This design comes from an exercise in tuning for small area on the open sky130 flow, not from production work. RTL that was checked went through simulation tests only; none was proved equivalent to the original. The RTL of run 1 was laid out without a check of its function. Power and IR drop assume default switching activity.

<file path="design/flow/design.v">
module ReactionGame(
    input  wire clk,
    input  wire rst,
    input  wire start,
    input  wire switchP1,
    input  wire switchP2,
    output wire [6:0] cathode,
    output wire [3:0] anode,
    output wire dp
);
reg [1:0] st_c, p1_c, p2_c;
reg st_db, p1_db, p2_db;
always @(posedge clk) begin
    st_c  <= {start & (st_c[0] | st_c[1]), start & ~st_c[1]};
    st_db <= start & st_c[1] & ~st_c[0];
    p1_c  <= {switchP1 & (p1_c[0] | p1_c[1]), switchP1 & ~p1_c[1]};
    p1_db <= switchP1 & p1_c[1] & ~p1_c[0];
    p2_c  <= {switchP2 & (p2_c[0] | p2_c[1]), switchP2 & ~p2_c[1]};
    p2_db <= switchP2 & p2_c[1] & ~p2_c[0];
end
reg [2:0] L;
reg [6:0] M;
reg [1:0] T;
wire L_end = (L == 3'd7);
wire M_end = &M[6:2];                      
always @(posedge clk) begin
    if (rst) begin
        L <= 3'd0;
        M <= 7'd0;
        T <= 2'd0;
    end else begin
        L <= L + 3'd1;
        if (L_end) begin
            if (M_end) begin
                M <= 7'd0;
                T <= T + 2'd1;
            end else begin
                M <= M + 7'd1;
            end
        end
    end
end
wire tick_1k   = (L[1:0] == 2'b01);         
wire clk_1k    = L[1];                      
wire tick_disp = (L == 3'd3);               
wire tick_cd   = L_end & M_end & (T == 2'd1);  
wire blink     = T[0];                      
wire [1:0] scr = M[1:0] + T;                
reg [1:0] cd_a;
reg cd_act;
always @(posedge clk) begin
    if (rst) begin
        cd_a   <= 2'd0;
        cd_act <= 1'b0;
    end else if (st_db) begin
        cd_a   <= 2'd0;
        cd_act <= 1'b1;
    end else if (tick_cd) begin
        if (cd_act) begin
            if (cd_a == 2'd3) begin
                cd_a   <= 2'd1;
                cd_act <= 1'b0;
            end else begin
                cd_a <= cd_a + 2'd1;
            end
        end else begin
            cd_a <= 2'd0;
        end
    end
end
wire cd_done = ~cd_act & cd_a[0];
wire [1:0] cd_step = cd_a | {2{~cd_act}};    
reg [15:0] lfsr;
reg [12:0] rem;       
reg dl_done, prev_1k;
wire fb = lfsr[15] ^ lfsr[14] ^ lfsr[12] ^ lfsr[3];
wire [11:0] x = lfsr[11:0];
wire x_big = (&x[11:7]) & (x[6] | x[5]);
wire [11:0] y = x_big ? {5'd0, x[6:5] - 2'd1, x[4:0]} : x;
wire rem_hi = (rem[12:1] == 12'd3596);    
wire rem_end = rem_hi & rem[0];            
wire dl_act = ~(rem_hi & ~rem[0]);         
always @(posedge clk) begin
    if (rst) begin
        lfsr    <= 16'hACE1;
        rem     <= 13'd7192;
        dl_done <= 1'b0;
        prev_1k <= 1'b0;
    end else if (cd_done) begin
        rem    <= {1'b0, y};
    end else begin
        lfsr    <= {lfsr[14:0], fb};
        prev_1k <= clk_1k;
        dl_done <= clk_1k & ~prev_1k & rem_end;
        if (clk_1k && !prev_1k && dl_act)
            rem <= rem - 13'd1;
    end
end
reg [1:0] mode;
reg [12:0] timer;
reg [1:0] winner;
wire round_over = |winner;
always @(posedge clk) begin
    if (rst) begin
        mode <= 2'b11;
    end else begin
        case (mode)
            2'b00: begin
                if (dl_done)
                    mode <= 2'b01;
                else if (round_over)
                    mode <= 2'b10;
            end
            2'b01: begin
                if (round_over)
                    mode <= 2'b10;
            end
            2'b10: begin
                if (timer == 13'd5900)
                    mode <= 2'b11;
            end
            2'b11: begin
                if (st_db)
                    mode <= 2'b00;
            end
        endcase
    end
end
always @(posedge clk) begin
    if (!mode[1] && round_over)
        timer <= 13'd0;
    else
        timer <= {timer[11:0], ~(timer[12] ^ timer[3] ^ timer[2] ^ timer[0])};
end
reg [3:0] p1u, p1t, p2u, p2t;
reg jump, legal, cd_prev;
wire sw1 = p1_db & ~p2_db;
wire sw2 = p2_db & ~p1_db;
wire can_score = ~(cd_act & ~cd_prev) & ~dl_done & ~mode[1] & ~round_over;
wire inc1 = can_score & ((sw1 & legal) | (sw2 & ~legal));
wire inc2 = can_score & ((sw2 & legal) | (sw1 & ~legal));
always @(posedge clk) begin
    if (rst) begin
        p1u <= 4'd0; p1t <= 4'd0;
        p2u <= 4'd0; p2t <= 4'd0;
        winner <= 2'b00;
        jump   <= 1'b0;
        legal  <= 1'b0;
    end else begin
        if (cd_act && !cd_prev) begin
            winner <= 2'b00;
            jump   <= 1'b0;
            legal  <= 1'b0;
        end else if (dl_done) begin
            legal <= 1'b1;
        end else if (!mode[1] && !round_over) begin
            if (sw1 || sw2) begin
                winner <= {inc2, inc1};
                jump   <= ~legal;
            end
        end
        if (inc1) begin
            if (p1u[3] & p1u[0]) begin
                p1u <= 4'd0;
                p1t <= p1t + 4'd1;
            end else if (p1t[3] & p1t[2] & p1u[2] & p1u[1] & p1u[0]) begin
                p1u <= 4'd0;
                p1t <= 4'd0;
            end else begin
                p1u <= p1u + 4'd1;
            end
        end
        if (inc2) begin
            if (p2u[3] & p2u[0]) begin
                p2u <= 4'd0;
                p2t <= p2t + 4'd1;
            end else if (p2t[3] & p2t[2] & p2u[2] & p2u[1] & p2u[0]) begin
                p2u <= 4'd0;
                p2t <= 4'd0;
            end else begin
                p2u <= p2u + 4'd1;
            end
        end
        cd_prev <= cd_act;
    end
end
reg [3:0] sec, m2, m1, m0;
always @(posedge clk) begin
    if (rst || dl_done) begin
        sec <= 4'd0; m2 <= 4'd0; m1 <= 4'd0; m0 <= 4'd0;
    end else if (tick_1k && mode != 2'b10) begin
        if (m0[3] & m0[0]) begin
            m0 <= 4'd0;
            if (m1[3] & m1[0]) begin
                m1 <= 4'd0;
                if (m2[3] & m2[0]) begin
                    m2 <= 4'd0;
                    sec <= (sec[3] & sec[1]) ? 4'd0 : sec + 4'd1;
                end else begin
                    m2 <= m2 + 4'd1;
                end
            end else begin
                m1 <= m1 + 4'd1;
            end
        end else begin
            m0 <= m0 + 4'd1;
        end
    end
end
localparam C_LIT = 4'd13, C_SLASH = 4'd14, C_BLANK = 4'd15;
reg [3:0] code;
reg dpr;
reg [3:0] dsel;
always @(*) begin
    if (mode == 2'b11) begin
        case (scr)
            2'd0: dsel = p1t;
            2'd1: dsel = p1u;
            2'd2: dsel = p2t;
            default: dsel = p2u;
        endcase
    end else begin
        case (scr)
            2'd0: dsel = sec;
            2'd1: dsel = m2;
            2'd2: dsel = m1;
            default: dsel = m0;
        endcase
    end
end
reg [3:0] code_n;
reg dp_n;
always @(*) begin
    dp_n = 1'b1;
    case (mode)
        2'b00: code_n = (cd_step >= scr) ? C_LIT : C_BLANK;
        2'b01, 2'b10: begin
            if (jump) begin
                code_n = C_SLASH;
            end else begin
                code_n = dsel;
                dp_n = (scr == 2'd0) ? 1'b0 : 1'b1;
            end
        end
        default: begin
            if (!blink && ((winner == 2'b01 && !scr[1]) || (winner == 2'b10 && scr[1])))
                code_n = C_BLANK;
            else
                code_n = dsel;
        end
    endcase
end
always @(posedge clk) begin
    if (rst) begin
        code <= C_BLANK;
        dpr  <= 1'b0;
    end else if (tick_disp) begin
        code <= code_n;
        dpr  <= dp_n;
    end
end
reg [6:0] seg;
always @(*) begin
    case (code)
        4'd0: seg = 7'b0000001;
        4'd1: seg = 7'b1001111;
        4'd2: seg = 7'b0010010;
        4'd3: seg = 7'b0000110;
        4'd4: seg = 7'b1001100;
        4'd5: seg = 7'b0100100;
        4'd6: seg = 7'b0100000;
        4'd7: seg = 7'b0001111;
        4'd8: seg = 7'b0000000;
        C_LIT: seg = 7'b0011100;
        C_SLASH: seg = 7'b1111110;
        C_BLANK: seg = 7'b1111111;
        default: seg = 7'b0000100;    
    endcase
end
wire blank_hi = code[3] & code[2];         
wire rst_blank = blank_hi & ~dpr;          
wire [1:0] dshow = M[1:0] + T - {1'b0, ~L[2]};
assign cathode = seg;
assign anode = rst_blank ? 4'b1111 : ~(4'b0001 << dshow);
assign dp = dpr | blank_hi;
endmodule
</file>
<file path="design/flow/flow/run.sh">
#!/bin/bash
# The standard layout (standard.sh), with two changes:
#  - clock-tree synthesis adds no dummy loads and uses small clock buffers;
#  - ports are buffered with the smallest buffer.
export CTS_ARGS="-sink_clustering_enable -repair_clock_nets -dont_use_dummy_load -buf_list sky130_fd_sc_hd__clkbuf_4 -sink_clustering_size 30 -sink_clustering_max_diameter 100"
export BUFFER_PORTS_ARGS="-buffer_cell sky130_fd_sc_hd__buf_1"
bash standard.sh > standard.log 2>&1
</file>
<file path="design/flow/standard.sh">
#!/bin/bash
# synth_recipe.tcl (not shown) runs the flow's synth.tcl, then flattens the netlist and writes it again
# the make line also repeats each setting of config.mk as NAME=value (left out here)
make -C /OpenROAD-flow-scripts/flow DESIGN_CONFIG=/design/flow/config.mk WORK_HOME=/design/flow/orfs CLKGATE_MAP_FILE= SYNTH_SCRIPT=/design/flow/synth_recipe.tcl "${@:-finish}"
</file>
<file path="design/flow/config.mk">
export PLATFORM = sky130hd
export DESIGN_NAME = ReactionGame
export DESIGN_NICKNAME = ReactionGame
export VERILOG_FILES = /design/flow/design.v
export SDC_FILE = /design/flow/constraint.sdc
export NUM_CORES = 4
export LEC_CHECK = 0
export CAP_MARGIN = 20
export CORE_MARGIN = 2
export CORE_UTILIZATION = 40
export SLEW_MARGIN = 20
</file>
<file path="design/flow/constraint.sdc">
create_clock -name core_clock -period 10.0 [get_ports {clk}]
set_input_delay 2.0000 -clock core_clock [delete_from_list [all_inputs] [get_ports {clk}]]
set_output_delay 2.0000 -clock core_clock [all_outputs]
set_load 0.01 [all_outputs]
</file>
==> out/qor.yml, run 1 <==
run_status:
  run_status: "no timing/DRC/antenna violations"
hold_path:
  min_from: "p2_c[0]"
  whs_endpoint: "p2_db"
  hold_depth: 1
  hold_path_class: "reg2reg"
worst_setup_path:
  worstPathArrival_ps: 2510
  start_kind: "flop"
  r2r-end: "cathode[6]"
  crit_type: "reg2out"
  reg2reg_from: "T[0]"
  worst_setup_path_end_kind: "output port"
  required_ps: 8000
  reg2reg_slack_ps: 6540
  reg2reg_depth: 10
  cp_max_fo: 17
synthesis:
  ys_ff_latch: 119
  yosysSeqAreaShare_pct: 41.4
  yosys_warnings: 1
  syn-num-nets: 703
  synth_edf_count: 1
  avgSynthCellArea_um2: 8.68
  netlist_area_um2: 5780
  postSynthCellCount: 666
  yosysUniqueCellTypes: 68
  ys_async_sr_fraction_pct: 0
  yosys_most_used_dff: "dfxtp_1"
timing:
  drv_slew: 0
  worstMarginPinSlew_ps: 937
  setup_viol: 0
  post-route-period-util_pct: 45.1
  skew_ps: 32.0
  whs_ps: 417
  fin_crit_ps: 4510
  fmax_mhz: 222
  setup_tns_ps: 0
  rsz0062_at_grt: "no"
  final-hold-violation-count: 0
  max-slew-margin-rel_pct: 37.4
clock_network:
  numCtsBuffers: 17
  clock_latency_ps: 540
  postCtsSetupBuffers: 0
  cts_resized: 0
  cts.sinks: 119
  clockBufferDepth: 2
  postCtsHoldBufs: 0
  cts_tree: "built"
  root_buffer: "clkbuf_4"
  path_clk_slew_ps: 90
  h-tree-depth: 4
finish:
  final_nets: 714
  n_antenna_cell: 0
  layout_commonest_cell: "dfxtp_1"
  synthToLayoutAreaGrowth_pct: 5.59
  drive_gt1_share_pct: 5.04
  final_cell_mix: "118 x dfxtp_1, 87 x nand2_1, 64 x nor2_1, 47 x a21oi_1, 32 x ha_1"
  final_cells: 855
  final_util_pct: 43.6
detailed_routing:
  drc: 0
  wirelength_mm: 11.9
  vias: 4560
  antenna_left: 0
  dr.pass1.iters: 4
  wl_per_cell_um: 14.0
  viasPerCell: 5.33
  drt_iter0_drc: 306
floorplan:
  die_area_um2: 15400
  start_util_pct: 41.3
  core_um2: 14000
  rows: 43
  dieHeight_um: 124
  num_io_pins: 17
  die_w_um: 124
power:
  p_leak_uw: 0.00231
  irDropWorstVdd_uv: 66.6
  power.total_uw: 968
  power_density_nw_per_um2: 159
global_route:
  grt_pass1_wl_mm: 20.0
  grt_pass1_vias: 4258
  antenna_found_initial: 0
  grt_start_max_net_pins: 55
  overflow: 0
  grt_usage_pct: 16.8
job:
  drv_cap: 0
placement:
  dp_hpwl_mm: 8.40
  place_inst: 838
  gp_congestion: 0.817
  port_buffers: 16
## layer usage
layer	GRT usage, %	part of all wire [%]	up-vias
met4	6.11	0.81	0
met3	5.63	4.0	9
li1	-	-	2340
met2	26.0	46	81
met5	0	0	-
met1	21.8	49	2130
## logic make-up after synthesis
logic type,synth area share (%)
AOI/OAI and AO/OA,13.9
and+or+nand+nor,23.9
buffers and inverters,3.53
DFF,41.4
xor gates and xnor gates,6.30
adders and majority gates,6.93
muxes,4.05
## cells in the mapped netlist, types with 4 or more instances
library cell,n,area share [%]
mux4_2,4,1.6
ha_1,32,6.9
a21o_1,5,0.65
a21oi_1,47,4.1
mux2i_1,11,1.9
o211ai_1,6,0.78
and3_1,7,0.76
inv_1,26,1.7
xor2_1,21,3.2
nor3b_1,4,0.52
nand2b_1,10,1.1
nand3_1,16,1.4
nor2b_1,9,0.97
clkbuf_1,21,1.4
nor2_1,64,4.2
nand2_1,87,5.7
o21a_1,7,0.91
o21ai_0,21,1.8
nand3b_1,7,0.91
and2_1,14,1.5
nor4_1,5,0.54
nor3_1,30,2.6
dfxtp_1,118,41
a211oi_1,6,0.78
nand4_1,13,1.4
xnor2_1,18,2.7
## how the worst max path moves through the flow
stage | end | cells after the start | slack [ps] | start
floorplan | anode[1] | 6 | 6310 | T[0]
CTS | anode[1] | 5 | 5430 | T[0]
detailed placement | anode[1] | 5 | 6030 | T[0]
global placement | anode[1] | 5 | 6070 | T[0]
finish | anode[1] | 5 | 5490 | T[0]
global route | anode[1] | 5 | 5270 | T[0]
## where the power goes
part           leakage (uW)  switching, uW  internal, uW
sequential         0.000976           34.4           524
combinational       0.00125           98.9          81.9
clock             0.0000782            151          77.4
## worst max-delay path: stages, from the launching register on
cell	delay (ps)
dfxtp_1	440
ha_1	310
xnor3_1	590
and3_1	340
o21ai_0	150
buf_1	170
## through the flow
step | instance area, um2 | setup slack, ps
after global placement | 5970 | 6070
after floorplan | 5780 | 6310
after detailed placement | 5970 | 6030
final | 6100 | 5490
after CTS | 6100 | 5430
after global routing | 6100 | 5270
## final cells by class
cell class                 instances  area [um2]
inverter                          26        97.6
sequential                       119        2390
tap                              180         225
clock buffer                      17         128
fill                            1378        7890
timing repair buffer              18        76.3
multi-input combinational        495        3180
## registers in the layout (all words and copies together) (netlist names), 7 cells and up
name and count:
lfsr 16, M 7, rem 13, cathode 7
timer 13
==> inputs of run 2 (changes only) <==
--- a/design/flow/design.v
+++ b/design/flow/design.v
@@ -48,17 +48,27 @@
 wire [1:0] scr = M[1:0] + T;                
 reg [1:0] cd_a;
-reg cd_act;
-always @(posedge clk) begin
-    if (rst) begin
-        cd_a   <= 2'd0;
-        cd_act <= 1'b0;
+reg cd_f;
+wire cd_fresh = ~cd_f & cd_a[1];              
+wire cd_act   = cd_f | cd_a[1];               
+wire cd_done  = ~cd_f & ~cd_a[1] & cd_a[0];
+always @(posedge clk) begin
+    if (rst) begin
+        cd_a <= 2'd0;
+        cd_f <= 1'b0;
     end else if (st_db) begin
-        cd_a   <= 2'd0;
-        cd_act <= 1'b1;
+        if (cd_act) begin
+            cd_a <= 2'd0;
+            cd_f <= 1'b1;
+        end else begin
+            cd_a <= {1'b1, cd_a[0]};
+        end
     end else if (tick_cd) begin
-        if (cd_act) begin
+        if (cd_fresh) begin
+            cd_a <= 2'd1;
+            cd_f <= 1'b1;
+        end else if (cd_f) begin
             if (cd_a == 2'd3) begin
-                cd_a   <= 2'd1;
-                cd_act <= 1'b0;
+                cd_a <= 2'd1;
+                cd_f <= 1'b0;
             end else begin
                 cd_a <= cd_a + 2'd1;
@@ -67,31 +77,30 @@
             cd_a <= 2'd0;
         end
-    end
-end
-wire cd_done = ~cd_act & cd_a[0];
-wire [1:0] cd_step = cd_a | {2{~cd_act}};    
+    end else if (cd_fresh) begin
+        cd_a <= 2'd0;
+        cd_f <= 1'b1;
+    end
+end
+wire [1:0] cd_step = cd_f ? cd_a : {2{~cd_a[1]}};
 reg [15:0] lfsr;
-reg [12:0] rem;       
-reg dl_done, prev_1k;
+reg [12:0] rem;
 wire fb = lfsr[15] ^ lfsr[14] ^ lfsr[12] ^ lfsr[3];
 wire [11:0] x = lfsr[11:0];
 wire x_big = (&x[11:7]) & (x[6] | x[5]);
 wire [11:0] y = x_big ? {5'd0, x[6:5] - 2'd1, x[4:0]} : x;
-wire rem_hi = (rem[12:1] == 12'd3596);    
-wire rem_end = rem_hi & rem[0];            
-wire dl_act = ~(rem_hi & ~rem[0]);         
-always @(posedge clk) begin
-    if (rst) begin
-        lfsr    <= 16'hACE1;
-        rem     <= 13'd7192;
-        dl_done <= 1'b0;
-        prev_1k <= 1'b0;
+wire rem_idle = rem[12] & ~rem[11];
+wire dl_done = (rem == 13'd7192);
+wire edge_1k = (L[1:0] == 2'b10) & ~(cd_fresh & cd_a[0]);
+always @(posedge clk) begin
+    if (rst) begin
+        lfsr <= 16'hACE1;
+        rem  <= 13'd5144;
     end else if (cd_done) begin
-        rem    <= {1'b0, y};
-    end else begin
-        lfsr    <= {lfsr[14:0], fb};
-        prev_1k <= clk_1k;
-        dl_done <= clk_1k & ~prev_1k & rem_end;
-        if (clk_1k && !prev_1k && dl_act)
+        rem  <= {1'b0, y};
+    end else begin
+        lfsr <= {lfsr[14:0], fb};
+        if (dl_done)
+            rem[11] <= 1'b0;
+        else if (edge_1k && !rem_idle)
             rem <= rem - 13'd1;
     end
@@ -134,8 +143,8 @@
 end
 reg [3:0] p1u, p1t, p2u, p2t;
-reg jump, legal, cd_prev;
+reg jump, legal;
 wire sw1 = p1_db & ~p2_db;
 wire sw2 = p2_db & ~p1_db;
-wire can_score = ~(cd_act & ~cd_prev) & ~dl_done & ~mode[1] & ~round_over;
+wire can_score = ~cd_fresh & ~dl_done & ~mode[1] & ~round_over;
 wire inc1 = can_score & ((sw1 & legal) | (sw2 & ~legal));
 wire inc2 = can_score & ((sw2 & legal) | (sw1 & ~legal));
@@ -148,5 +157,5 @@
         legal  <= 1'b0;
     end else begin
-        if (cd_act && !cd_prev) begin
+        if (cd_fresh) begin
             winner <= 2'b00;
             jump   <= 1'b0;
@@ -182,5 +191,4 @@
             end
         end
-        cd_prev <= cd_act;
     end
 end
@@ -260,22 +268,18 @@
     end
 end
-reg [6:0] seg;
-always @(*) begin
-    case (code)
-        4'd0: seg = 7'b0000001;
-        4'd1: seg = 7'b1001111;
-        4'd2: seg = 7'b0010010;
-        4'd3: seg = 7'b0000110;
-        4'd4: seg = 7'b1001100;
-        4'd5: seg = 7'b0100100;
-        4'd6: seg = 7'b0100000;
-        4'd7: seg = 7'b0001111;
-        4'd8: seg = 7'b0000000;
-        C_LIT: seg = 7'b0011100;
-        C_SLASH: seg = 7'b1111110;
-        C_BLANK: seg = 7'b1111111;
-        default: seg = 7'b0000100;    
-    endcase
-end
+wire [6:0] seg =
+    (code == 4'd0)    ? 7'b0000001 :
+    (code == 4'd1)    ? 7'b1001111 :
+    (code == 4'd2)    ? 7'b0010010 :
+    (code == 4'd3)    ? 7'b0000110 :
+    (code == 4'd4)    ? 7'b1001100 :
+    (code == 4'd5)    ? 7'b0100100 :
+    (code == 4'd6)    ? 7'b0100000 :
+    (code == 4'd7)    ? 7'b0001111 :
+    (code == 4'd8)    ? 7'b0000000 :
+    (code == C_LIT)   ? 7'b0011100 :
+    (code == C_SLASH) ? 7'b1111110 :
+    (code == C_BLANK) ? 7'b1111111 :
+                        7'b0000100;    
 wire blank_hi = code[3] & code[2];         
 wire rst_blank = blank_hi & ~dpr;          
==> design/flow/flow/run.sh (replaced) <==
#!/bin/bash
# The standard layout (standard.sh) with these changes:
#  - synthesis maps logic with an area-oriented ABC script and lets ABC
#    map the adders too (no separate half/full-adder extraction);
#  - clock-tree synthesis adds no dummy loads and uses small clock buffers;
#  - ports are buffered with the smallest buffer.
set -e
export FLOW_FLOW_DIR=$PWD/flow
# flow/synth.tcl followed by the rest of synth_recipe.tcl (all but its first line)
{ cat flow/synth.tcl; tail -n +2 synth_recipe.tcl; } > my_synth.tcl
export CTS_ARGS="-sink_clustering_enable -repair_clock_nets -dont_use_dummy_load -buf_list sky130_fd_sc_hd__clkbuf_8"
export BUFFER_PORTS_ARGS="-buffer_cell sky130_fd_sc_hd__buf_1"
bash standard.sh SYNTH_SCRIPT=$PWD/my_synth.tcl ADDER_MAP_FILE= finish > standard.log 2>&1
==> design/flow/flow/abc_area.script (new file) <==
strash
&get -n
&deepsyn -T 30
&put
dch -f
map -a
mfs2
strash
&get -n
&deepsyn -T 30
&put
dch -f
map -a
topo
dnsize -c
==> design/flow/flow/synth.tcl (new file) <==
# The standard flow's synthesis (synth_recipe.tcl) with one change: ABC maps the logic
# with the area-oriented script flow/abc_area.script instead of ORFS's
# speed script. Registers are untouched (ABC runs without -dff).
proc synth {args} { yosys synth -nofsm -noshare {*}$args }
proc abc {args} {
  set i [lsearch -exact $args -script]
  if { $i >= 0 } {
    lset args [expr {$i + 1}] $::env(FLOW_FLOW_DIR)/abc_area.script
  }
  yosys abc {*}$args
}
==> run 2 against run 1 <==
Net effect: fmax rose by 7.5%; final area shrank 20%; combinational power is 52% lower; worst hold slack got worse by 17 ps; die area shrank 21%; non-clock buffer count fell by 1; area after synthesis fell by 22%; sequential share of layout area is 5.5 points higher; count of clock-buffer cells in the layout is 8 lower; register-to-register slack improved by 130 ps; clock power shrank 8%; synthesized cell count down 6.5%.
==> out/qor.yml, run 2 <==
run_status:
  run_status: "no timing/DRC/antenna violations"
worst_setup_path:
  worst_setup_path_end_kind: "output port"
  worstPathArrival_ps: 2200
  reg2reg_depth: 20
  cp_common_cell: "nor2_1"
  critPathSlowestCell: "dfxtp_1"
  cp_max_fo: 5
  start_kind: "flop"
  reg2reg_from: "cd_f"
  reg2reg_slack_ps: 6670
  critical-path-top-delay-family: "simple AND/OR/NAND/NOR gates"
  r2r-end: "rem[11]"
  crit_type: "reg2out"
  max_stage_delay_ps: 390
  path_cells: "nor2_1 -> nor2_1 -> clkinv_1 -> nor2_1 -> clkinv_1 -> nand3_1 -> nand2_1 -> buf_1"
  required_ps: 8000
  path_buf_inv: 3
finish:
  drive_gt1_share_pct: 1.69
  n_antenna_cell: 0
  largest_reg_flops: 16
  reg_top3: "lfsr x16, rem x13, timer x13"
  synthToLayoutAreaGrowth_pct: 8.13
  final_nets: 656
  top_register: "lfsr"
  layout_commonest_cell: "nor2_1"
  final_cell_mix: "129 x nor2_1, 128 x clkinv_1, 109 x dfxtp_1, 85 x nand2_1, 33 x o21ai_0"
clock_network:
  numCtsBuffers: 9
  postCtsSetupBuffers: 0
  clockBufferDepth: 2
  cts.sinks: 109
  h-tree-depth: 3
  postCtsHoldBufs: 0
  path_clk_slew_ps: 100
  cts_tree: "built"
  clock_latency_ps: 370
  cts_resized: 0
  root_buffer: "clkbuf_8"
placement:
  gp_congestion: 0.831
  dp_hpwl_mm: 7.04
  dpl_worst_slack_ps: 5830
  port_buffers: 16
synthesis:
  yosysSeqAreaShare_pct: 48.4
  synthTopCellsByCount: "129 x nor2_1, 128 x clkinv_1, 109 x dfxtp_1"
  yosys_warnings: 1
  synth_edf_count: 0
  ys_ff_latch: 109
  netlist_area_um2: 4510
  syn-num-nets: 628
  postSynthCellCount: 623
  ys_async_sr_fraction_pct: 0
  yosysUniqueCellTypes: 30
  avgSynthCellArea_um2: 7.24
  synth_top_area_cell: "dfxtp_1"
  yosys_most_used_dff: "dfxtp_1"
  synth_top_area_share_pct: 48.4
  synth.most_common_cell: "nor2_1"
  synth_top_cells_by_area: "dfxtp_1 48%, nor2_1 11%, clkinv_1 11%, nand2_1 7.1%, o21ai_0 3.7%"
floorplan:
  rows: 38
  core_um2: 10900
  die_area_um2: 12100
  dieHeight_um: 110
  die_w_um: 110
  start_util_pct: 41.3
  num_io_pins: 17
power:
  power_density_nw_per_um2: 162
  irDropWorstVdd_uv: 89.0
  combPwrFrac_pct: 11.0
  seqPwrFrac_pct: 62.5
  p_leak_uw: 0.00171
  p_sw_uw: 202
  clkPwrFrac_pct: 26.6
  sw_frac_of_total_pct: 25.6
  p_int_uw: 588
timing:
  worstMarginPinSlew_ps: 829
  fmax_mhz: 238
  skew_ps: 19.1
  rsz0062_at_grt: "no"
  final-hold-violation-count: 0
  setup_tns_ps: 0
  post-route-period-util_pct: 42.0
  drv_slew: 0
  setup_viol: 0
  fin_crit_ps: 4200
  whs_ps: 400
  max-slew-margin-rel_pct: 44.5
  setup_ws_ps: 5800
hold_path:
  hold_path_class: "reg2reg"
  whs_endpoint: "st_c[0]"
  min_from: "st_c[1]"
  hold_depth: 1
detailed_routing:
  drc: 0
  antenna_left: 0
  wirelength_mm: 9.13
  wl_per_cell_um: 11.6
  dr.pass1.iters: 5
  viasPerCell: 4.87
  drt_iter0_drc: 195
  vias: 3845
global_route:
  grt_usage_pct: 17.1
  grt_pass1_wl_mm: 16.1
  grt_start_max_net_pins: 21
  antenna_found_initial: 0
  grt_pass1_vias: 3662
  overflow: 0
job:
  drv_cap: 0
-- run 2: changes by cell type after synthesis, moves of 13 or more --
cell	previous run	this run
a21oi_1	47	21
and2_1	14	1
clkbuf_1	21	0
clkinv_1	0	128
ha_1	32	0
inv_1	26	0
nor2_1	64	129
o22ai_1	1	14
xnor2_1	18	4
xor2_1	21	4
-- run 2: power by group through the flow --
stage / clock network (uW) / registers, uW / logic [uW]
2_1_floorplan: 0 / 499 / 69.0
3_3_place_gp: 0 / 503 / 85.1
3_5_place_dp: 0 / 503 / 87.2
4_1_cts: 219 / 494 / 87.7
5_1_grt: 234 / 498 / 103
6_report: 210 / 493 / 86.7
-- run 2: metrics by stage --
step	util [%]	cells	instance area (um2)	total power, uW
2_1_floorplan	-	623	4510	568
3_3_place_gp	43.5	780	4750	588
3_5_place_dp	43.5	780	4750	591
4_1_cts	44.6	789	4880	800
5_1_grt	44.6	789	4880	835
6_report	44.6	789	4880	790
-- run 2: area by class of cell --
class | count | area (um2)
Fill cell | 1131 | 6060
Inverter | 128 | 480
Multi-Input combinational cell | 386 | 1850
Clock buffer | 9 | 124
Sequential cell | 109 | 2180
Timing Repair Buffer | 17 | 67.6
Tap cell | 140 | 175
-- run 2: worst max path at each step --
stage	cells after the start	end	startpoint	slack (ps)
floorplan	5	rem[10]	rst	6600
CTS	6	anode[3]	M[1]	5780
detailed placement	6	rem[10]	rst	5830
global route	8	anode[2]	T[0]	5550
finish	8	anode[2]	T[0]	5800
global placement	6	rem[10]	rst	5850
-- run 2: layer usage --
metal | part of all wire, % | track usage (%)
met5 | 0 | 0
met4 | 1.7 | 7.59
met3 | 3.7 | 3.53
met2 | 44 | 26.5
met1 | 51 | 22.9
-- run 2: cell families after synthesis --
logic type / Yosys count / share of synthesized area [%]
buffers and inverters: 128 / 10.6
AOI/OAI and AO/OA: 110 / 15.3
DFF: 109 / 48.4
xor gates and xnor gates: 8 / 1.55
and+or+nand+nor: 268 / 24.2
==> inputs of run 3 (changes only) <==
==> design/flow/flow/abc_area.script (replaced) <==
strash
&get -n
&deepsyn -J 300 -T 200
&dch -f
&nf -p -R 1000
&put
mfs2
strash
&get -n
&dch -f
&nf -p -R 1000 -F 8 -A 4 -a
&put
topo
dnsize -c
==> run 3 against run 2 <==
Net effect: worst hold slack better by 17 ps; via count down 8.9%; critical path depth fell by 2; total power fell by 0.71%; worst setup slack gained 10 ps; area after synthesis down 4.2%; count of clock-buffer cells in the layout stayed put; register-to-register slack improved by 200 ps; critical path type unchanged; highest routed layer unchanged.
==> out/qor.yml, run 3 <==
detailed_routing:
  dr.pass1.iters: 4
  vias: 3502
  wirelength_mm: 9.04
  antenna_left: 0
  dr_wl_met3_um: 360
  wl_per_cell_um: 13.8
  wl_met1_mm: 4.47
  wl_met2_mm: 4.06
  viasPerCell: 5.33
  drt_iter0_drc: 203
  highest_layer: "met4"
  drc: 0
timing:
  final-hold-violation-count: 0
  max-slew-margin-rel_pct: 33.2
  setup_viol: 0
  fin_crit_ps: 4190
  skew_ps: 29.7
  setup_tns_ps: 0
  drv_slew: 0
  fmax_mhz: 239
  post-route-period-util_pct: 41.9
  worstMarginPinSlew_ps: 1000
  rsz0062_at_grt: "no"
worst_setup_path:
  critPathSlowestCell: "xnor2_1"
  path_cells: "xnor2_1 -> nor2_1 -> a21oi_1 -> nor2_1 -> o21ai_0 -> buf_1"
  start_kind: "flop"
  required_ps: 8000
  max_stage_delay_ps: 410
  worst_setup_path_end_kind: "output port"
  cp_common_cell: "nor2_1"
  crit_type: "reg2out"
  worstPathArrival_ps: 2190
  cp_max_fo: 7
hold_path:
  hold_path_class: "reg2reg"
floorplan:
  die_area_um2: 11700
  core_um2: 10400
  num_io_pins: 17
  dieHeight_um: 108
  start_util_pct: 41.5
  die_w_um: 108
  rows: 37
power:
  combPwrFrac_pct: 9.2
  p_int_uw: 592
  p_sw_uw: 192
  seqPwrFrac_pct: 64.3
  power_density_nw_per_um2: 167
  irDropWorstVdd_uv: 86.2
  clkPwrFrac_pct: 26.5
  p_leak_uw: 0.00169
  sw_frac_of_total_pct: 24.5
finish:
  reg_top3: "lfsr x16, rem x13, timer x13"
  nFillCells: 1019
  layout_commonest_cell: "dfxtp_1"
  drive_gt1_share_pct: 1.92
  top_register: "lfsr"
  synthToLayoutAreaGrowth_pct: 8.36
  final_cell_mix: "109 x dfxtp_1, 65 x nor2_1, 60 x nand2_1, 40 x a21oi_1, 27 x nor3_1"
  final_util_pct: 45.0
  n_antenna_cell: 0
  final_nets: 528
  largest_reg_flops: 16
clock_network:
  h-tree-depth: 3
  cts_resized: 0
  clock_latency_ps: 370
  clockBufferDepth: 2
  cts.sinks: 109
  cts_tree: "built"
  root_buffer: "clkbuf_8"
  postCtsHoldBufs: 0
  numCtsBuffers: 9
  postCtsSetupBuffers: 0
  path_clk_slew_ps: 90
synthesis:
  ys_async_sr_fraction_pct: 0
  synth-xor-area-share_pct: 5.27
  synth-compound-area-share_pct: 18.8
  avgSynthCellArea_um2: 8.74
  yosys_most_used_dff: "dfxtp_1"
  synthAdderAreaFrac_pct: 0
  yosys_warnings: 1
  synth_top_cells_by_area: "dfxtp_1 50%, nor2_1 5.6%, nand2_1 5.2%, a21oi_1 4.6%, xnor2_1 3.4%"
  synthMuxAreaShare_pct: 0
  synth.most_common_cell: "dfxtp_1"
  yosysSeqAreaShare_pct: 50.5
  synth_edf_count: 0
  synth_top_area_cell: "dfxtp_1"
  yosysUniqueCellTypes: 45
  syn-num-nets: 500
  netlist_area_um2: 4320
  synth_top_family_by_area: "simple AND/OR/NAND/NOR gates"
  synth_top_area_share_pct: 50.5
  ys_ff_latch: 109
  postSynthCellCount: 495
  synthTopCellsByCount: "109 x dfxtp_1, 65 x nor2_1, 60 x nand2_1"
  synth_simple_gate_area_share_pct: 24.9
global_route:
  grt_pass1_wl_mm: 15.5
  overflow: 0
  grt_usage_pct: 16.8
  grt_pass1_vias: 3370
  antenna_found_initial: 0
  grt_start_max_net_pins: 29
placement:
  dp_hpwl_mm: 6.64
  gp_congestion: 0.796
  port_buffers: 16
run_status:
  run_status: "no timing/DRC/antenna violations"
job:
  drv_cap: 0
## run 3: cell type report
| class | count | area (um2) | area share (%) |
|---|---|---|---|
| Tap cell | 136 | 170 | 3.63 |
| Multi-Input combinational cell | 380 | 2120 | 45.2 |
| Clock buffer | 9 | 124 | 2.64 |
| Inverter | 6 | 22.5 | 0.481 |
| Sequential cell | 109 | 2180 | 46.6 |
| Timing Repair Buffer | 17 | 67.6 | 1.44 |
## run 3: power by group through the flow
stage	Clock, uW	Sequential, uW	Combinational, uW
after floorplan	0	505	56.9
after global placement	0	513	69.4
after detailed placement	0	513	73.3
after CTS	217	504	73.4
after global routing	233	510	81.5
final	208	504	71.9
## run 3: cell families after synthesis
kind of cell	after synthesis
simple gates	228
compound gates	126
flops	109
xor+xnor	26
buf+inv	6
## run 3: per-layer routing
metal / up-vias / GRT usage [%]
met5: - / 0
met4: 0 / 6.96
met3: 17 / 3.86
met2: 65 / 27.2
met1: 1596 / 21.4
li1: 1824 / -
## run 3: worst paths after layout
| kind | from | to | slack [ps] | cells past startpoint |
|---|---|---|---|---|
| hold / removal | p2_c[0] | p2_db | 420 | 1 |
| setup reg to reg | rem[5] | rem[11] | 6870 | 11 |
| hold reg to reg | p2_c[0] | p2_db | 420 | 1 |
| setup / recovery | M[1] | anode[3] | 5810 | 6 |
## run 3: critical path: cells and delay by family (launching register included)
kind	cells	cell delay, ps
buf+inv	1	180
flops	1	350
xor+xnor	1	410
simple gates	2	330
compound gates	2	550
## run 3: metrics by stage
step / total power, uW / cells / instance area (um2) / setup slack, ps / hold slack (ps)
CTS: 794 / 657 / 4690 / 5840 / 421
finish: 784 / 657 / 4690 / 5810 / 417
detailed placement: 587 / 648 / 4560 / 6180 / 404
global placement: 582 / 648 / 4560 / 6260 / 397
floorplan: 562 / 495 / 4320 / 6530 / 391
global route: 825 / 657 / 4690 / 5630 / 441

## what the ideal ports hide
How much do the figures lean on ideal ports? The routed layouts below were timed once more, with nothing changed but the port constraints.
Step 1 (the two cells are an assumption about what drives the block):
set clk [get_ports {clk}]
set_driving_cell -lib_cell sky130_fd_sc_hd__clkbuf_16 $clk
set_driving_cell -lib_cell sky130_fd_sc_hd__buf_2 [delete_from_list [all_inputs] $clk]
Step 2 moves the port delays by t, midway between the first and last clock arrival at a register: inputs arrive t later, outputs are due t later. That takes back most of the time a late clock gives input paths.
Three values: ideal ports, drivers, drivers and shift; two values: the first two.
run	t (ns)	slack for setup (ns)	latest minus earliest clock arrival (ns)
run 1	0.557	5.485 / 5.450 / 6.007	0.032 / 0.032
run 2	0.397	5.799 / 5.763 / 5.870	0.026 / 0.025
run 3	0.393	5.810 / 5.776 / 6.147	0.030 / 0.030
After both steps setup and hold are still met in every run listed.
